From an optimization exercise on the open Yosys and OpenROAD flow, aimed at small area and a short achievable clock period; shortcuts taken in it are not production practice.
Only simulation tests tie the RTL to the original design; equivalence was not proved.

## flow/design.v (module list and top-level ports; edited modules follow where they fit)
// module FA: 4 lines
// module HA: 4 lines
// module conv_filter: 3549 lines
module conv_filter(input clk, input reset_n, input in_valid, input [3:0] select,
  input [391:0] red_in, input [391:0] green_in, input [391:0] blue_in,
  output reg out_valid, output reg [7:0] red_out, output reg [7:0] green_out, output reg [7:0] blue_out);
  // ...
==> flow/run.sh <==
#!/bin/bash
# synth_recipe.tcl (not shown) runs the flow's synth.tcl, then flattens the netlist and writes it again
# the make line also repeats each setting of config.mk as NAME=value (left out here)
make -C /OpenROAD-flow-scripts/flow DESIGN_CONFIG=/design/flow/config.mk WORK_HOME=/design/flow/orfs CLKGATE_MAP_FILE= SYNTH_SCRIPT=/design/flow/synth_recipe.tcl finish
==> flow/config.mk <==
export PLATFORM = sky130hd
export DESIGN_NAME = conv_filter
export DESIGN_NICKNAME = conv_filter
export VERILOG_FILES = /design/flow/design.v
export SDC_FILE = /design/flow/constraint.sdc
export NUM_CORES = 4
export LEC_CHECK = 0
export CAP_MARGIN = 20
export CORE_MARGIN = 2
export CORE_UTILIZATION = 40
export SLEW_MARGIN = 20
export SYNTH_HIERARCHICAL = 1
export SYNTH_MINIMUM_KEEP_SIZE = 0
==> flow/constraint.sdc <==
create_clock -name core_clock -period 85.0 [get_ports {clk}]
set_input_delay 17.0000 -clock core_clock [delete_from_list [all_inputs] [get_ports {clk}]]
set_output_delay 17.0000 -clock core_clock [all_outputs]
set_load 0.01 [all_outputs]
==> flow_metrics.py, run 1 <==
metrics = {
    "status": {
        "status": "timing/DRC/antenna clean",
    },
    "sta": {
        "period_share": 0.246,
        "layout_min_cycle_time_ns": 20.92,
        "fin_skew_ns": 0.0325,
        "hold_viol": 0,
    },
    "worst_setup_path": {
        "r2r_cells": 35,
        "cp_top_family": "buffers and inverters",
        "reg2reg_to": "green_out[7]",
    },
    "final_layout": {
        "final-clk-cell-share": 0.0300,
        "multi_input_area_share": 0.626,
        "seq-cell-share": 0.135,
        "n_clock_buffer": 81,
        "most-common-layout-cells": "1686 x fa_1, 1207 x clkdlybuf4s50_1, 478 x dfxtp_1, 233 x and2_1, 191 x a22o_1",
        "stdcell_count": 6988,
        "antennaDiodeCount": 15,
        "seq_area_um2": 9680,
        "n_fill_cell": 11800,
    },
    "synth": {
        "postSynthAreaPerCell_um2": 13.8,
        "synth_top_area_share": 0.606,
        "ys_seq_area_frac": 0.174,
        "ys_warn_count": 7,
    },
    "cts": {
        "cts_buffers": 60,
        "cts_tree": "built",
    },
    "drt": {
        "avgRoutedWirePerCell_um": 31.8,
    },
    "global_route": {
        "grt_pass1_wl_um": 315000,
        "grt_pass1_vias": 43400,
    },
    "place": {
        "dp_hpwl_um": 194000,
    },
}
==> run 2, diff against run 1 <==
==> flow/flow/run.sh (new file) <==
#!/bin/bash
# The standard layout (standard.sh: standard synthesis, floorplan, place, CTS, route),
# with one change: the buffers that buffer_ports puts on every input and output port are
# sky130_fd_sc_hd__buf_1 instead of the flow's default delay-buffer cell.
set -uo pipefail
export BUFFER_PORTS_ARGS="-buffer_cell sky130_fd_sc_hd__buf_1"
bash standard.sh > standard_flow.log 2>&1
status=$?
# each ORFS step's own log is under orfs/logs; copy them next to this flow's log
mkdir -p step_logs
cp -r orfs/logs/. step_logs/ 2>/dev/null || true
exit $status
==> flow/standard.sh (new file) <==
#!/bin/bash
# synth_recipe.tcl (not shown) runs the flow's synth.tcl, then flattens the netlist and writes it again
# the make line also repeats each setting of config.mk as NAME=value (left out here)
make -C /OpenROAD-flow-scripts/flow DESIGN_CONFIG=/design/flow/config.mk WORK_HOME=/design/flow/orfs CLKGATE_MAP_FILE= SYNTH_SCRIPT=/design/flow/synth_recipe.tcl "${@:-finish}"
removed: flow/run.sh
==> run 2 against run 1 <==
Synthesized cell count unchanged; global-route usage fell by 0.46 points; clock skew up 0.0023 ns; critical endpoint is now r2_w3543; highest routed layer unchanged.
==> flow_metrics.py, run 2 <==
metrics = {
    "global_route": {
        "grt.busiest_layer": "met2",
        "overflow": 0,
        "grt_pass1_wl_um": 310000,
        "grt_pass1_vias": 43500,
        "antenna_found_initial": 50,
        "grt_use_total": 0.310,
        "grtUsageMet2": 0.501,
        "use_met3": 0.0680,
        "grt_use_met1": 0.420,
        "grt_max_degree": 74,
    },
    "cts": {
        "clockRootBuffer": "clkbuf_16",
        "cts_buffers": 59,
        "cts_tree": "built",
        "clockBufferDepth": 3,
        "cts_max_level": 2,
        "clock_latency_ns": 0.70,
        "postCtsResizedCells": 0,
        "cts_sinks": 483,
        "ctsHoldBuffers": 0,
        "cts.clk_slew.worst_paths_ns": 0.06,
        "post_cts_buffers": 0,
    },
    "synth": {
        "yosys-top-cells-area": "fa_1 61%, dfxtp_1 17%, ha_1 3.0%, a22o_1 3.0%, and2_1 2.6%",
        "async_flop_share": 0,
        "synth.top_cells.by_count": "1686 x fa_1, 483 x dfxtp_1, 233 x and2_1",
        "synth_top_area_cell": "fa_1",
        "synth_top_area_share": 0.606,
        "synth.most_common_cell": "fa_1",
        "postSynthAreaPerCell_um2": 13.8,
        "ys_warn_count": 7,
        "synthCells": 4033,
        "yosysUniqueCellTypes": 66,
        "ys_seq_area_frac": 0.174,
        "synth_edf_count": 0,
        "ys_seq_elements": 483,
        "synth_area_um2": 55700,
        "synth_nets": 7037,
        "ys.flop_type": "dfxtp_1",
    },
    "worst_setup_path": {
        "arrival_ns": 21.11,
        "required_ns": 85.54,
        "crit_chain": "buf_1 -> nand2b_1 -> or2_1 -> buf_4 -> nand2_2 -> and2_1 -> fa_1 -> fa_1 -> fa_1 -> fa_1",
        "r2r-start": "sel2[2]",
        "r2r_setup_slack_ns": 71.17,
        "reg2reg_to": "green_out[7]",
        "path_common_cell": "fa_1",
        "max_stage_delay_ns": 0.70,
        "cpMaxStageDelayCell": "buf_1",
        "cp-start-kind": "input port",
        "r2r_cells": 33,
        "path_max_fanout": 25,
        "critPathKind": "input port to flip-flop",
        "end_kind": "flip-flop",
    },
    "sta": {
        "worst_pin_slew_ns": 1.17,
        "drv_slew": 0,
        "fmax_mhz": 48.6,
        "whs_ns": 0.449,
        "fin_skew_ns": 0.0348,
        "layout_min_cycle_time_ns": 20.57,
        "timing.slew.headroom": 0.218,
        "fin_setup_tns_ns": 0,
        "period_share": 0.242,
        "setup_viol": 0,
        "hold_viol": 0,
        "rsz0062_at_grt": "false",
        "timing.final.ws_setup_ns": 64.43,
    },
    "run": {
        "drv_cap": 0,
    },
    "floorplan": {
        "io_pins": 1208,
        "die_x_um": 377,
        "rows": 136,
        "fp.coreArea_um2": 138000,
        "initial_core_util": 0.404,
        "die_h_um": 377,
        "dieArea_um2": 142000,
    },
    "place": {
        "port_buffers": 1207,
        "gp_congestion": 1.01,
        "dp_hpwl_um": 192000,
        "place_ws_ns": 63.86,
    },
    "final_layout": {
        "nNetsFinal": 8127,
        "final_util": 0.465,
        "synthToLayoutAreaGrowth_pct": 15.2,
        "n_fill_cell": 12600,
        "top_regs": "blue_out: 8 flops, green_out: 8 flops, red_out: 8 flops",
        "drive_gt1_frac": 0.0437,
        "layout_commonest_cell": "fa_1",
        "most-common-layout-cells": "1686 x fa_1, 1206 x buf_1, 478 x dfxtp_1, 233 x and2_1, 191 x a22o_1",
    },
    "hold_path": {
        "hp-class": "flip-flop to flip-flop",
        "min_to": "out_valid",
        "worstHoldPathCells": 1,
        "hold_path.startpoint": "v",
    },
    "drt": {
        "drc": 0,
        "via_count": 38800,
        "drt_iter0_markers": 3335,
        "via_per_inst": 5.55,
        "postRouteAntennaNets": 0,
        "avgRoutedWirePerCell_um": 31.4,
        "finalWirelength_um": 220000,
        "dr.pass1.iters": 8,
    },
    "status": {
        "status": "timing/DRC/antenna clean",
    },
}
-- run 2: cell counts after synthesis --
No cell type changed its count.
-- run 2: worst max-delay path, delay by kind of cell --
kind / cells / cell delay (ns)
buf+inv: 2 / 0.98
fa+ha+maj: 4 / 1.68
simple gates: 4 / 1.43
-- run 2: logic make-up after synthesis --
kind of cell / Yosys count / share of synthesized area
AND/OR/NAND/NOR: 660 / 0.0602
flip-flops: 483 / 0.174
adder cells (fa/ha/maj): 1822 / 0.637
multiplexers: 77 / 0.0150
buffers and inverters: 282 / 0.0224
XOR/XNOR: 4 / 0.000629
AO/OA/AOI/OAI: 705 / 0.0916
-- run 2: worst max path at each step --
| stage | from | endpoint | slack [ns] |
|---|---|---|---|
| after detailed placement | select[3] | r2_w2800 | 63.86 |
| after floorplan | green_in[360] | r2_w1254 | 64.86 |
| after global placement | select[3] | r2_w3543 | 63.99 |
| after CTS | select[3] | r2_w3543 | 64.55 |
| after global routing | select[3] | r2_w3543 | 64.32 |
| final | select[3] | r2_w3543 | 64.43 |
-- run 2: per-module statistics from Yosys, one instance, submodules excluded --
module	cell area, µm²	cells inside	flip-flops and latches	copies in the design
FA	20.0	1	0	1686
HA	12.5	1	0	126
conv_filter	20400	2221	483	1
-- run 2: metrics by stage --
| stage | area (µm²) | std cells |
|---|---|---|
| floorplan | 55700 | 4033 |
| global placement | 61900 | 6856 |
| detailed placement | 61900 | 6856 |
| CTS | 64100 | 6965 |
| global route | 64100 | 6973 |
| finish | 64200 | 6987 |
-- run 2: final cells by class --
| class | instances | area (µm²) | share of cell area |
|---|---|---|---|
| multi-input combinational | 3268 | 44900 | 0.700 |
| timing repair buffer | 1254 | 4880 | 0.0761 |
| tap | 1794 | 2240 | 0.0350 |
| inverter | 57 | 214 | 0.00333 |
| sequential | 483 | 9680 | 0.151 |
| clock buffer | 71 | 1610 | 0.0251 |
| clock inverter | 38 | 558 | 0.00870 |
| antenna | 22 | 55.1 | 0.000858 |
-- run 2: per-layer routing --
metal,part of all wire,wire (µm)
met1,0.40,88300
met2,0.48,106000
met3,0.082,18100
met4,0.034,7570
met5,0.00096,210
==> run 3, diff against run 2 <==
--- a/flow/config.mk
+++ b/flow/config.mk
@@ -8,5 +8,6 @@
 export CAP_MARGIN = 20
 export CORE_MARGIN = 2
-export CORE_UTILIZATION = 40
+export CORE_UTILIZATION = 60
+export PLACE_DENSITY = 0.68
 export SLEW_MARGIN = 20
 export SYNTH_HIERARCHICAL = 1
==> run 3 against run 2 <==
The run now fails in I/O pin placement (3_2_place_iop); synthesized cell count unchanged; synthesized area unchanged.
==> flow_metrics.py, run 3 <==
metrics = {
    "synth": {
        "ys_seq_area_frac": 0.174,
        "ys_warn_count": 7,
        "yosysUniqueCellTypes": 66,
        "synth.top_cells.by_count": "1686 x fa_1, 483 x dfxtp_1, 233 x and2_1",
        "postSynthAreaPerCell_um2": 13.8,
        "synthCells": 4033,
        "yosys-top-cells-area": "fa_1 61%, dfxtp_1 17%, ha_1 3.0%, a22o_1 3.0%, and2_1 2.6%",
        "synth_top_area_cell": "fa_1",
        "async_flop_share": 0,
        "synth_nets": 7037,
        "synth_area_um2": 55700,
        "synth_top_area_share": 0.606,
        "synth_edf_count": 0,
        "ys.flop_type": "dfxtp_1",
        "synth.most_common_cell": "fa_1",
        "ys_seq_elements": 483,
    },
    "status": {
        "status": "aborted with a tool error",
        "error_line": "[ERROR PPL-0024] Number of IO pins (1208) exceeds maximum number of available positions (1114). Increase the die perimeter from 1234.66um to 1642.88um.",
        "flow.stopped_at": "I/O pin placement (3_2_place_iop)",
    },
    "floorplan": {
        "die_x_um": 309,
        "initial_core_util": 0.607,
        "die_h_um": 309,
        "rows": 111,
    },
}
run 3: cell counts after synthesis:
Identical to the previous run, type by type.
run 3: per-module statistics from Yosys (local to each module, per instance):
| module | copies in the design | cell area, µm² | flops+latches |
|---|---|---|---|
| HA | 126 | 12.5 | 0 |
| conv_filter | 1 | 20400 | 483 |
| FA | 1686 | 20.0 | 0 |
run 3: cells by family after synthesis:
logic type / count (synthesis) / share of synthesized area
DFF: 483 / 0.174
muxes: 77 / 0.0150
xor gates and xnor gates: 4 / 0.000629
buffers and inverters: 282 / 0.0224
AOI/OAI and AO/OA: 705 / 0.0916
adders and majority gates: 1822 / 0.637
and+or+nand+nor: 660 / 0.0602

-- what the ideal ports hide --
How much do the figures lean on ideal ports? The routed layouts below were timed once more, with nothing changed but the port constraints.
Step 1 assumes that a clkbuf_16 drives the clock port and a buf_2 every other input.
Step 2 adds t to the input delays and takes it off the output delays; t is the mean of the earliest and latest rising clock arrival at the registers after step 1. Input paths then give back, and output paths get back, about the clock's delay inside the block.
Three values: ideal ports, drivers, drivers and shift; two values: the first two.
run	t (ns)	setup slack, ns	worst setup path after step 2	clock arrival spread, ns	cell pins on the clock port's net
run 1	0.760	64.081 / 64.031 / 63.271	input to register	0.037 / 0.037	1
run 2	0.774	64.433 / 64.337 / 63.563	input to register	0.039 / 0.040	1
After both steps setup and hold are still met in every run listed. For run 2, which loses most, drivers alone change the setup slack by -0.096 ns; drivers and shift together by -0.870 ns.
